This is an optimization exercise on Yosys and OpenROAD, whose aim is small area and a short achievable clock period, not a production implementation.
In this exercise RTL edits were held to simulation tests only and were not proved equivalent to the original.
Power and IR drop assume default switching activity.

### flow/run.sh
#!/bin/bash
# synth_recipe.tcl (not shown) runs the flow's synth.tcl, then flattens the netlist and writes it again
# the make line also repeats each setting of config.mk as NAME=value (left out here)
make -C /OpenROAD-flow-scripts/flow DESIGN_CONFIG=/design/flow/config.mk WORK_HOME=/design/flow/orfs CLKGATE_MAP_FILE= SYNTH_SCRIPT=/design/flow/synth_recipe.tcl finish
### flow/constraint.sdc
create_clock -name core_clock -period 5.2 [get_ports {clk}]
set_input_delay 1.0400 -clock core_clock [delete_from_list [all_inputs] [get_ports {clk}]]
set_output_delay 1.0400 -clock core_clock [all_outputs]
set_load 0.01 [all_outputs]
### flow/config.mk
export PLATFORM = sky130hd
export DESIGN_NAME = EX
export DESIGN_NICKNAME = EX
export VERILOG_FILES = /design/flow/design.v
export SDC_FILE = /design/flow/constraint.sdc
export NUM_CORES = 4
export LEC_CHECK = 0
export CAP_MARGIN = 20
export CORE_MARGIN = 2
export CORE_UTILIZATION = 40
export SLEW_MARGIN = 20
### flow/design.v
module EX (
    input clk,
    input rst_n,
    input en,
    input stage_ID_EX__EX_regwrite,
    input stage_ID_EX__EX_memtoreg,
    input stage_ID_EX__EX_memread,
    input stage_ID_EX__EX_memwrite,
    input stage_ID_EX__EX_alusrc,
    input [1:0] stage_ID_EX__EX_aluop,
    input stage_ID_EX__EX_regdst,
    input stage_ID_EX__EX_sys_en,
    input [31:0]stage_ID_EX__EX_rs_data,
    input [31:0]stage_ID_EX__EX_rt_data,
    input [4:0]stage_ID_EX__EX_rs_id,
    input [4:0]stage_ID_EX__EX_rt_id,
    input [4:0]stage_ID_EX__EX_rd_id,
    input [31:0]stage_ID_EX__EX_sign_ext,
    input [2:0]stage_ID_EX__EX_funct3,
    input sys__EX_done,
    output reg stage_EX_MEM__MEM_regwrite,
    output reg stage_EX_MEM__MEM_memtoreg,
    output reg stage_EX_MEM__MEM_memread,
    output reg stage_EX_MEM__MEM_memwrite,
    output reg [31:0] stage_EX_MEM__MEM_alures,
    output reg [31:0] stage_EX_MEM__MEM_store_data,
    output reg [4:0]  stage_EX_MEM__MEM_rd_id,
    output EX__HDUbr_regwrite,
    output EX__HDU_memread,
    output [4:0] EX__HDU_HDUbr_rd_id,
    output reg  EX_stall_for_sys,
    input  FU__EX_rs_wb,
    input  FU__EX_rs_mem,
    input  FU__EX_rt_wb,
    input  FU__EX_rt_mem,
    input [31:0]  WB__EX_for_help,
    input [31:0]  MEM__EX_for_help
);
localparam S0 = 0;  
localparam S1 = 1;  
wire [31:0] FMP1_out_rs;
wire [31:0] FMP1_out_rt;
wire [31:0] FMP2_out_rs;
wire [31:0] FMP2_out_rt;
wire [31:0] alu_in_rs;
wire [31:0] alu_in_rt;
reg  [31:0] alu_res;
assign FMP1_out_rs = (FU__EX_rs_wb)?WB__EX_for_help:stage_ID_EX__EX_rs_data;
assign FMP1_out_rt = (FU__EX_rt_wb)?WB__EX_for_help:stage_ID_EX__EX_rt_data;
assign FMP2_out_rs = (FU__EX_rs_mem)?MEM__EX_for_help:FMP1_out_rs;
assign FMP2_out_rt = (FU__EX_rt_mem)?MEM__EX_for_help:FMP1_out_rt;
assign alu_in_rs = FMP2_out_rs;
assign alu_in_rt = (stage_ID_EX__EX_alusrc)?stage_ID_EX__EX_sign_ext:FMP2_out_rt;
always@* begin
    case ({stage_ID_EX__EX_aluop,stage_ID_EX__EX_funct3})
        5'b00000: alu_res = alu_in_rs+alu_in_rt;
        5'b01000: alu_res = alu_in_rs+alu_in_rt;
        5'b10000: alu_res = alu_in_rs-alu_in_rt;
        5'b01001: alu_res = alu_in_rs<<alu_in_rt[4:0];
        5'b01101: alu_res = alu_in_rs>>alu_in_rt[4:0];
        5'b10101: alu_res = $signed(alu_in_rs)>>>alu_in_rt[4:0];
        5'b01100: alu_res = alu_in_rs^alu_in_rt;
        5'b01110: alu_res = alu_in_rs|alu_in_rt;
        5'b01111: alu_res = alu_in_rs&alu_in_rt;
        default: alu_res = 32'b0;   
    endcase
end
reg curr_state , next_state;
always@(posedge clk) begin
    if (!rst_n) begin
        curr_state <= 0;
    end
    else begin
        curr_state <= next_state;
    end
end
always@* begin
    next_state = curr_state;
    EX_stall_for_sys = 0;
    case(curr_state) 
        S0: begin
                if (stage_ID_EX__EX_sys_en) begin
                    next_state = S1;
                    EX_stall_for_sys = 1;
                end
        end
        S1: begin
                if(!sys__EX_done)
                    EX_stall_for_sys = 1;
                else begin
                    EX_stall_for_sys = 0;
                    next_state = S0;
                end
        end
    endcase
end
always@(posedge clk) begin
    if(!rst_n) begin
        stage_EX_MEM__MEM_regwrite <= 0;
        stage_EX_MEM__MEM_memtoreg <= 0;
        stage_EX_MEM__MEM_memread <= 0;
        stage_EX_MEM__MEM_memwrite <= 0;
        stage_EX_MEM__MEM_alures <= 0;
        stage_EX_MEM__MEM_store_data <= 0;
        stage_EX_MEM__MEM_rd_id <= 0;
    end
    else begin
        if(en) begin
            stage_EX_MEM__MEM_regwrite <= EX_stall_for_sys?0:stage_ID_EX__EX_regwrite;
            stage_EX_MEM__MEM_memtoreg <= EX_stall_for_sys?0:stage_ID_EX__EX_memtoreg;
            stage_EX_MEM__MEM_memread  <= EX_stall_for_sys?0:stage_ID_EX__EX_memread;
            stage_EX_MEM__MEM_memwrite <= EX_stall_for_sys?0:stage_ID_EX__EX_memwrite;
            stage_EX_MEM__MEM_alures   <= alu_res;
            stage_EX_MEM__MEM_store_data <= FMP2_out_rt;
            stage_EX_MEM__MEM_rd_id      <= stage_ID_EX__EX_regdst?stage_ID_EX__EX_rd_id:stage_ID_EX__EX_rt_id; 
        end
    end
end
assign EX__HDU_HDUbr_rd_id = stage_ID_EX__EX_regdst?stage_ID_EX__EX_rd_id:stage_ID_EX__EX_rt_id;
assign EX__HDU_memread = stage_ID_EX__EX_memread;
assign EX__HDUbr_regwrite = stage_ID_EX__EX_regwrite;
endmodule
==> flow_summary.ini, run 1 <==
[cts]
cts_num_sinks = 74
clock_latency_ps = 390
h-tree-depth = 3
clk_pin_slew_worst_paths_ps = 70
cts_hold_buf = 0
cts_buffer_depth = 2
cts_root_buffer = clkbuf_16
cts_tree = built
cts_buffers = 9

[power]
power.internal_uw = 1980
share_seq_of_total_power_pct = 16.3
p_sw_uw = 1730
switching_share_pct = 46.6
p_leak_uw = 0.00800
irDropWorstVdd_uv = 170
power_density_nw_per_um2 = 202
power_frac_comb_pct = 64.8
clkPwrFrac_pct = 18.9

[die]
row_count = 66
die_y_um = 186
start_util_pct = 40.6
dieArea_um2 = 34500
die_x_um = 186
coreArea_um2 = 32500
num_io_pins = 276

[detailed_routing]
ant_nets = 0
routed_via_density = 6.17
wl_per_cell_um = 27.5
drc = 0
drt_wl_total_mm = 74.7
drtIter0Drc = 1985
vias = 16700
first_pass_iters = 6

[layout]
fillers = 3101
nets = 2551
mostFrequentLayoutCells = buf_4 (287), clkdlybuf4s50_1 (260), mux2i_1 (204)
final_common_cell = buf_4
drive_gt1_share_pct = 18.4
fin_area_um2 = 18400
synthToLayoutAreaGrowth_pct = 39.6
register_area_um2 = 1480
multi_input_area_um2 = 10800

[global_routing]
grt_max_degree = 67
grt_util_all_layers_pct = 43.0
grt_antenna_before_repair = 8
grt_first_pass_wirelength_mm = 108
grt_pass1_vias = 16100
grt_overflow = 0

[critical_path]
arrival_ps = 5300
critPathMaxStageDelay_ps = 420
worst_setup_path_start_kind = input port
crit_path_start = WB__EX_for_help[1]
cpLargestDelayFamily = compound AO/OA/AOI/OAI gates
crit_fanout = 4
crit_buf_inv = 2
cp_slowest_cell = clkdlybuf4s50_1
cp.depth = 22
crit_type = in2reg
reg2reg_from = stage_EX_MEM__MEM_alures[1]
critical_path.cell_chain = clkdlybuf4s50_1, mux2_4, o221ai_4, ha_4, a41oi_4, nor3_4, o311a_1, o21a_4, nand2_4, a21oi_2, xnor2_1, ha_1, and4_1, nand4_1, nor2_1, nand4_1, o211ai_1, a21oi_1, o31a_1, xnor2_1, buf_4, a21o_1
crit_end = stage_EX_MEM__MEM_alures[31]
critical_path_required_ps = 5480
reg2reg_slack_ps = 3400
critPathCaptureType = register
rr_endpoint = stage_EX_MEM__MEM_alures[1]
r2r_cells = 6

[sta]
min_period_ps = 5020
slew_viol_final = 0
clock_skew_ps = 5.23
fmax_mhz = 199
worst_slew_pin_slew_ps = 896
setup_viol = 0
finalWorstSetupSlack_ps = 180
fin_crit_sh_pct = 96.5
rsz0062_at_grt = yes
slew_headroom_pct = 40.3
hold_violations = 0

[synth]
synth_area_leader_cell = mux2i_1
syn_area_um2 = 13200
avgSynthCellArea_um2 = 7.29
yosys_most_used_dff = dfxtp_1
syn-num-nets = 2106
synth_area_leaders = mux2i_1 (15%), dfxtp_1 (11%), ha_1 (9.2%)
yosysWarningCount = 1
ys_seq_area_share_pct = 11.2
synthCells = 1813
synth_top_area_share_pct = 15.5
async_flop_share_pct = 0
ys_types = 86
synth-seq-cells = 74
synth_edf_count = 0

[placement]
gp_congestion = 1.08
dp_hpwl_mm = 59.9
place_ws_ps = -415
io_buffers = 270
place_area_um2 = 18000

[hold_path]
hold_class = reg2reg

[run]
max_cap_violations = 0

[run_status]
outcome = finished clean
-- cell type report --
class / instances / share of cell area [%]
inverters: 104 / 2.12
clock inverters: 6 / 0.359
clock buffers: 10 / 1.24
diodes: 9 / 0.122
repair buffers: 561 / 26.6
flip-flops and latches: 74 / 8.03
multi-input cells: 1508 / 58.6
well taps: 442 / 3.00
-- routing by layer --
layer,track usage [%],part of all wire [%]
met5,0,0.015
met4,28.0,7.2
met3,8.78,11
met2,65.5,42
met1,54.9,40
-- worst min path at each step --
stage / from / to / slack (ps) / depth (start not counted)
floorplan: stage_EX_MEM__MEM_alures[3] / stage_EX_MEM__MEM_alures[3] / 480 / 2
global placement: stage_EX_MEM__MEM_alures[3] / stage_EX_MEM__MEM_alures[3] / 440 / 2
detailed placement: stage_EX_MEM__MEM_alures[3] / stage_EX_MEM__MEM_alures[3] / 450 / 2
CTS: stage_EX_MEM__MEM_alures[3] / stage_EX_MEM__MEM_alures[3] / 460 / 2
global route: stage_EX_MEM__MEM_alures[3] / stage_EX_MEM__MEM_alures[3] / 500 / 2
finish: stage_EX_MEM__MEM_alures[3] / stage_EX_MEM__MEM_alures[3] / 460 / 2
-- worst register-to-register path: stages (launching register included) --
cell and delay [ps]:
dfxtp_1 370, a32oi_1 180, o31ai_1 100, a221oi_1 470, o21ai_0 180, a221oi_1 300
a311oi_1 80
-- state kept, by name, summed over array words and instances (netlist names) --
register	cells
stage_EX_MEM__MEM_regwrite	1
stage_EX_MEM__MEM_memtoreg	1
stage_EX_MEM__MEM_rd_id	5
stage_EX_MEM__MEM_store_data	32
curr_state	1
stage_EX_MEM__MEM_memwrite	1
stage_EX_MEM__MEM_alures	32
stage_EX_MEM__MEM_memread	1
-- cell usage after synthesis, types with 5 or more instances --
cell type	instances
o22ai_1	32
mux2i_1	204
a311oi_1	7
mux2_2	41
buf_6	19
a21o_1	14
inv_1	99
and3_1	6
buf_1	10
o21ai_1	11
a32oi_1	6
nor4_1	6
a21oi_1	115
nand4_1	6
a221oi_1	17
a221o_1	5
a211oi_1	21
o21ai_0	136
o221ai_1	14
o211ai_1	20
nand3_1	23
a21boi_0	14
dfxtp_1	74
o31ai_1	13
buf_4	7
nor3_1	22
a22oi_1	36
nand2_1	190
xor2_1	8
or3_1	12
ha_1	97
clkbuf_1	56
xnor2_1	47
nand2b_1	36
and2_1	13
nor2_1	142
mux2_4	7
nor2b_1	57
a31oi_1	20
buf_2	34
o21a_1	37
-- metrics by stage --
| stage | total power, uW | std cells | hold slack (ps) | TNS (ps) | utilization, % |
|---|---|---|---|---|---|
| after floorplan | 1860 | 1813 | 479 | -423 | - |
| after global placement | 2910 | 2689 | 438 | -3950 | 55.4 |
| after detailed placement | 2930 | 2689 | 447 | -4360 | 55.4 |
| after CTS | 3640 | 2705 | 460 | 0 | 56.3 |
| after global routing | 3880 | 2710 | 500 | -93.8 | 56.7 |
| final | 3720 | 2714 | 464 | 0 | 56.7 |
-- power groups by stage --
stage / registers, uW / logic [uW] / clock network [uW]
global route: 607 / 2540 / 730
CTS: 604 / 2320 / 710
finish: 605 / 2410 / 703
detailed placement: 617 / 2310 / 0
global placement: 617 / 2290 / 0
floorplan: 627 / 1230 / 0
-- logic make-up (layout without fill, tap and decap cells) --
kind of cell / after synthesis / count (layout) / share of synthesized area, %
xor gates and xnor gates: 56 / 56 / 3.77
DFF: 74 / 74 / 11.2
other: 0 / 9 / 0
and+or+nand+nor: 528 / 528 / 18.6
AOI/OAI and AO/OA: 569 / 569 / 28.7
buffers and inverters: 231 / 681 / 8.17
muxes: 257 / 257 / 20.3
adders and majority gates: 98 / 98 / 9.34
-- what timing repair did --
action,in CTS,in global routing
setup endpoints to repair,2,14
setup buffers,0,0
resized for setup,1,26
pin swaps,0,11
==> run 2, diff against run 1 <==
--- a/flow/config.mk
+++ b/flow/config.mk
@@ -8,4 +8,5 @@
 export CAP_MARGIN = 20
 export CORE_MARGIN = 2
 export CORE_UTILIZATION = 40
+export GPL_TIMING_DRIVEN = 0
 export SLEW_MARGIN = 20
==> flow_summary.ini, run 2 <==
[run_status]
outcome = complete, but fails checks
violations = setup timing

[synth]
synthSimpleGateAreaFrac_pct = 18.6
synth-seq-cells = 74
synth_top_family_by_area = compound AO/OA/AOI/OAI gates
synth_compound_area_share_pct = 28.6
synth_edf_count = 0
ys_types = 86
yosysMostFrequentCell = mux2i_1
synth_area_leaders = mux2i_1 (15%), dfxtp_1 (11%), ha_1 (9.2%)
async_flop_share_pct = 0
synth_area_leader_cell = mux2i_1
synthCells = 1813
syn-num-nets = 2106
synth_fa_ha_area_share_pct = 9.34
synth_commonest_cells = mux2i_1 (204), nand2_1 (190), nor2_1 (142)
synth_xor_area_share_pct = 3.77
syn_area_um2 = 13200
yosysWarningCount = 1
yosys_most_used_dff = dfxtp_1
avgSynthCellArea_um2 = 7.29
ys_seq_area_share_pct = 11.2
synth_top_area_share_pct = 15.5
muxShareOfSynthArea_pct = 20.3

[cts]
cts_buffers = 9
h-tree-depth = 3
cts_num_sinks = 74
cts_buffer_depth = 2
cts_tree = built
clk_pin_slew_worst_paths_ps = 80
cts_root_buffer = clkbuf_16
clock_latency_ps = 390

[detailed_routing]
ant_nets = 0
routed_via_density = 6.71
first_pass_iters = 6
vias = 17300
drtIter0Drc = 2752
drt_wl_total_mm = 86.4
wl_per_cell_um = 33.5
drc = 0

[sta]
fmax_mhz = 175
hold_violations = 0
fin_crit_sh_pct = 110
whs_ps = 485
slew_viol_final = 0
slew_headroom_pct = 16.7
finalWorstSetupSlack_ps = -500
min_period_ps = 5700
setup_viol = 16
worst_slew_pin_slew_ps = 1230
clock_skew_ps = 1.69
rsz0062_at_grt = yes

[layout]
nets = 2425
fin_area_um2 = 17800
drive_gt1_share_pct = 13.4
synthToLayoutAreaGrowth_pct = 34.9
final-instance-count-excl-fill = 2582
reg_top3 = stage_EX_MEM__MEM_alures x32, stage_EX_MEM__MEM_store_data x32, stage_EX_MEM__MEM_rd_id x5
mostFrequentLayoutCells = clkdlybuf4s50_1 (254), mux2i_1 (196), nand2_1 (186)
final_common_cell = clkdlybuf4s50_1

[critical_path]
cp_slowest_cell = mux2i_1
cpLargestDelayFamily = compound AO/OA/AOI/OAI gates
critPathMaxStageDelay_ps = 750
critical_path_required_ps = 5490
critPathCaptureType = register
crit_buf_inv = 3
worst_setup_path_start_kind = input port
crit_fanout = 10
arrival_ps = 5990
critical_path.cell_chain = buf_12, buf_8, buf_8, mux2i_1, o21ai_2, or3_1, o311ai_0, o311a_1, o21a_2, nand2_4, a21oi_2, xnor2_1, ha_2, and4_4, nand4_1, nor2_2, nand4_1, o211ai_1, a21oi_1, o31a_1, xnor2_1, a21o_1
crit_type = in2reg

[die]
coreArea_um2 = 32500
die_x_um = 186
die_y_um = 186
num_io_pins = 276
start_util_pct = 40.6
row_count = 66
dieArea_um2 = 34500

[power]
power_density_nw_per_um2 = 209
finalPower_uw = 3720
irDropWorstVdd_uv = 168
p_leak_uw = 0.00741

[global_routing]
grt_max_degree = 18
grt_pass1_vias = 16300
grt_antenna_before_repair = 3
grt_first_pass_wirelength_mm = 119
grt_util_all_layers_pct = 48.8
grt_overflow = 0

[placement]
io_buffers = 266
dp.cells = 2524
place_area_um2 = 16500
gp_congestion = 1.05
place_ws_ps = -1730
dp_hpwl_mm = 67.5

[hold_path]
hold_class = reg2reg

[run]
max_cap_violations = 0
run 2: cell counts after synthesis:
Identical to the previous run, type by type.
run 2: path summary, 6_finish.rpt:
check                                                     to  slack [ps]                    startpoint  cells past startpoint
worst max-delay path            stage_EX_MEM__MEM_alures[31]        -500                  FU__EX_rt_wb                     22
worst min-delay path              stage_EX_MEM__MEM_memtoreg         480    stage_EX_MEM__MEM_memtoreg                      2
worst max register to register  stage_EX_MEM__MEM_alures[19]        3060  stage_EX_MEM__MEM_alures[19]                      5
worst min register to register    stage_EX_MEM__MEM_memtoreg         480    stage_EX_MEM__MEM_memtoreg                      2
run 2: area by class of cell:
| type | count | area, um2 |
|---|---|---|
| fill | 3077 | 14700 |
| multi-input combinational | 1508 | 11200 |
| timing repair buffer | 317 | 3130 |
| sequential | 74 | 1480 |
| buffer | 118 | 822 |
| tap | 442 | 553 |
| inverter | 104 | 398 |
| clock buffer | 9 | 225 |
| clock inverter | 7 | 60.1 |
| antenna | 3 | 7.51 |
run 2: per-stage QoR:
stage	setup TNS [ps]	util (%)
4_1_cts	0	53.5
2_1_floorplan	-423	-
6_report	-4360	54.8
3_5_place_dp	-36140	50.9
3_3_place_gp	-35810	50.7
5_1_grt	-5760	54.8
run 2: what timing repair did:
item | in CTS | in global routing
setup buffers | 25 | 21
endpoints found under the setup margin | 29 | 22
pin swaps | 26 | 37
resized for setup | 102 | 81
cloned | 1 | 0
hold buffers | 0 | 0
run 2: logic make-up (layout without fill, tap and decap cells):
logic type               after synthesis  count (layout)
other                                  0               3
buffers and inverters                231             555
AO/OA/AOI/OAI                        569             569
flip-flops                            74              74
adder cells (fa/ha/maj)               98              98
XOR/XNOR                              56              56
multiplexers                         257             257
AND/OR/NAND/NOR                      528             528
run 2: where the power goes:
| group | switching [uW] | internal, uW |
|---|---|---|
| Clock | 364 | 333 |
| Combinational | 1520 | 897 |
| Sequential | 14.1 | 591 |
run 2: worst min-delay path, delay by kind of cell, from the launching register on:
kind	cells	cell delay, ps
AOI/OAI and AO/OA	1	60
DFF	1	320
and+or+nand+nor	1	60
run 2: layer usage:
layer / share of wire [%] / vias up / wire [um] / track usage (%)
met4: 9.3 / 4 / 8050 / 36.0
met3: 14 / 403 / 12200 / 15.7
met2: 40 / 1493 / 34300 / 71.5
li1: - / 7246 / - / -
met1: 37 / 8179 / 31800 / 59.6
met5: 0.031 / - / 27 / 0
==> run 3, diff against run 2 <==
==> flow/flow/run.sh (new file) <==
#!/bin/bash
# Standard layout, but buffer the ports with the smallest buffer cell.
set -o pipefail
bash standard.sh BUFFER_PORTS_ARGS="-buffer_cell sky130_fd_sc_hd__buf_1" finish > flow_standard.log 2>&1
==> flow/standard.sh (new file) <==
#!/bin/bash
# synth_recipe.tcl (not shown) runs the flow's synth.tcl, then flattens the netlist and writes it again
# the make line also repeats each setting of config.mk as NAME=value (left out here)
make -C /OpenROAD-flow-scripts/flow DESIGN_CONFIG=/design/flow/config.mk WORK_HOME=/design/flow/orfs CLKGATE_MAP_FILE= SYNTH_SCRIPT=/design/flow/synth_recipe.tcl "${@:-finish}"
removed: flow/run.sh
==> flow_summary.ini, run 3 <==
[sta]
worst_slew_pin_slew_ps = 1230
rsz0062_at_grt = yes
fmax_mhz = 192
tns_ps = -14.6
hold_violations = 0
finalWorstSetupSlack_ps = -8.87
clock_skew_ps = 1.17
slew_viol_final = 0
setup_viol = 2
fin_crit_sh_pct = 100
slew_headroom_pct = 16.5
min_period_ps = 5210

[critical_path]
arrival_ps = 5460
crit_fanout = 8
r2r_cells = 5
crit_type = in2reg
worst_setup_path_start_kind = input port
critical_path_required_ps = 5450
critPathCaptureType = register

[synth]
synthCells = 1813
synth_edf_count = 0
synth_top_area_share_pct = 15.5
ys_types = 86
syn_area_um2 = 13200
syn-num-nets = 2106
async_flop_share_pct = 0
yosys_most_used_dff = dfxtp_1
synth_commonest_cells = mux2i_1 (204), nand2_1 (190), nor2_1 (142)
yosysMostFrequentCell = mux2i_1
synth_area_leaders = mux2i_1 (15%), dfxtp_1 (11%), ha_1 (9.2%)
synth-seq-cells = 74
synth_area_leader_cell = mux2i_1
yosysWarningCount = 1
avgSynthCellArea_um2 = 7.29
ys_seq_area_share_pct = 11.2

[cts]
h-tree-depth = 3
clock_latency_ps = 380
cts_root_buffer = clkbuf_16
cts_num_sinks = 74
clk_pin_slew_worst_paths_ps = 60
cts_hold_buf = 0
cts_tree = built
cts_buffer_depth = 2
cts_buffers = 9

[placement]
dp.cells = 2522
place_ws_ps = -1410
io_buffers = 266
dp_hpwl_mm = 65.8
place_area_um2 = 14900
gp_congestion = 1.04

[die]
coreArea_um2 = 32500
start_util_pct = 40.6
die_x_um = 186
die_y_um = 186
row_count = 66
num_io_pins = 276
dieArea_um2 = 34500

[layout]
synthToLayoutAreaGrowth_pct = 20.5
drive_gt1_share_pct = 12.5
fin_area_um2 = 15900
reg_top3 = stage_EX_MEM__MEM_alures x32, stage_EX_MEM__MEM_store_data x32, stage_EX_MEM__MEM_rd_id x5
mostFrequentLayoutCells = buf_1 (274), mux2i_1 (199), nand2_1 (188)
final_common_cell = buf_1
final-instance-count-excl-fill = 2585
nets = 2424

[run]
max_cap_violations = 0

[detailed_routing]
vias = 16800
routed_via_density = 6.50
ant_nets = 0
wl_per_cell_um = 31.6
drtIter0Drc = 2496
first_pass_iters = 8
drt_wl_total_mm = 81.6
drc = 0

[global_routing]
grt_overflow = 0
grt_max_degree = 16
grt_pass1_vias = 15400
grt_util_all_layers_pct = 45.9
grt_first_pass_wirelength_mm = 111
grt_antenna_before_repair = 5

[hold_path]
hold_path_depth = 2
hold_class = reg2reg

[power]
p_leak_uw = 0.00651
irDropWorstVdd_uv = 156
power_density_nw_per_um2 = 220

[run_status]
violations = setup timing
outcome = complete, but fails checks
run 3: final cells by class:
type / instances / area (um2)
repair buffers: 313 / 1380
multi-input cells: 1508 / 11000
fillers: 3462 / 16600
well taps: 442 / 553
clock buffers: 9 / 225
inverters: 104 / 399
plain buffers: 121 / 768
diodes: 7 / 17.5
clock inverters: 7 / 53.8
flip-flops and latches: 74 / 1480
run 3: kinds of logic (layout without fill, tap and decap cells):
kind of cell | count (synthesis) | after routing | share of synthesized area [%]
muxes | 257 | 257 | 20.3
other | 0 | 7 | 0
DFF | 74 | 74 | 11.2
AOI/OAI and AO/OA | 569 | 569 | 28.7
adders and majority gates | 98 | 98 | 9.34
buffers and inverters | 231 | 554 | 8.17
xor gates and xnor gates | 56 | 56 | 3.77
and+or+nand+nor | 528 | 528 | 18.6
run 3: critical path: stages:
cell,delay (ps)
buf_12,110
or2_1,240
buf_6,140
o221ai_4,310
buf_6,170
buf_12,130
ha_4,150
a41oi_4,140
nor3_4,240
o311a_1,220
o21a_4,190
a31oi_1,100
xnor2_1,290
ha_4,290
a21oi_4,190
o21ai_2,90
a211oi_2,270
nand3b_1,190
o21ai_2,90
o221ai_2,220
nor2b_2,80
mux2i_1,150
or3_1,380
run 3: path summary, 6_finish.rpt:
path / slack (ps) / endpoint / startpoint
max: -9 / stage_EX_MEM__MEM_alures[29] / stage_ID_EX__EX_alusrc
min: 460 / stage_EX_MEM__MEM_alures[3] / stage_EX_MEM__MEM_alures[3]
max reg2reg: 2890 / stage_EX_MEM__MEM_alures[19] / stage_EX_MEM__MEM_alures[19]
min reg2reg: 460 / stage_EX_MEM__MEM_alures[3] / stage_EX_MEM__MEM_alures[3]
run 3: routing by layer:
| metal | GRT usage, % | wire length, um | vias up |
|---|---|---|---|
| li1 | - | - | 7236 |
| met2 | 68.3 | 33300 | 1350 |
| met4 | 30.4 | 6530 | 0 |
| met1 | 58.3 | 31600 | 7924 |
| met3 | 11.9 | 10200 | 292 |
| met5 | 0 | 0 | - |
run 3: timing repair:
action                     in CTS  in global routing
setup buffers                  12                 33
setup endpoints to repair      27                 18
hold endpoints to repair        0                  0
resized for setup              57                 66
pin swaps                       9                 35
gates cloned                    1                  0
run 3: stage by stage:
| step | hold WS, ps | util (%) | total power (uW) |
|---|---|---|---|
| 2_1_floorplan | 479 | - | 1860 |
| 5_1_grt | 474 | 48.9 | 3590 |
| 6_report | 460 | 48.9 | 3490 |
| 3_5_place_dp | 447 | 45.7 | 2600 |
| 3_3_place_gp | 446 | 45.6 | 2590 |
| 4_1_cts | 461 | 47.4 | 3300 |
run 3: power by group:
| part | total (uW) | switching [uW] | internal [uW] |
|---|---|---|---|
| Sequential | 605 | 14.2 | 591 |
| Combinational | 2240 | 1490 | 751 |
| Clock | 653 | 325 | 328 |
| Total | 3490 | 1820 | 1670 |

what the ideal ports hide:
How much do the figures lean on ideal ports? The routed layouts below were timed once more, with nothing changed but the port constraints. Step 1, drivers: a clkbuf_16 drives clk and a buf_2 each remaining input, both assumed. Step 2 adds t to the input delays and takes it off the output delays; t is the mean of the earliest and latest rising clock arrival at the registers after step 1. Input paths then give back, and output paths get back, about the clock's delay inside the block. Slacks: no drivers / after step 1 / after step 2; pairs: no drivers / after step 1.
| run | t, ns | setup WS [ns] | hold slack, ns | worst register clock-pin slew, ns | worst slew at a driven data input, ns |
|---|---|---|---|---|---|
| run 1 | 0.435 | 0.180 / 0.208 / -0.227 | 0.464 / 0.464 / 0.464 | 0.08 / 0.08 | 0.12 |
| run 2 | 0.443 | -0.500 / -0.517 / -0.960 | 0.485 / 0.485 / 0.485 | 0.09 / 0.09 | 0.10 |
| run 3 | 0.423 | -0.009 / -0.017 / -0.440 | 0.460 / 0.460 / 0.460 | 0.08 / 0.08 | 0.09 |
Met with ideal ports but missed after step 2: setup timing in run 1. For run 2, which loses most, drivers alone change the setup slack by -0.017 ns; drivers and shift together by -0.460 ns.
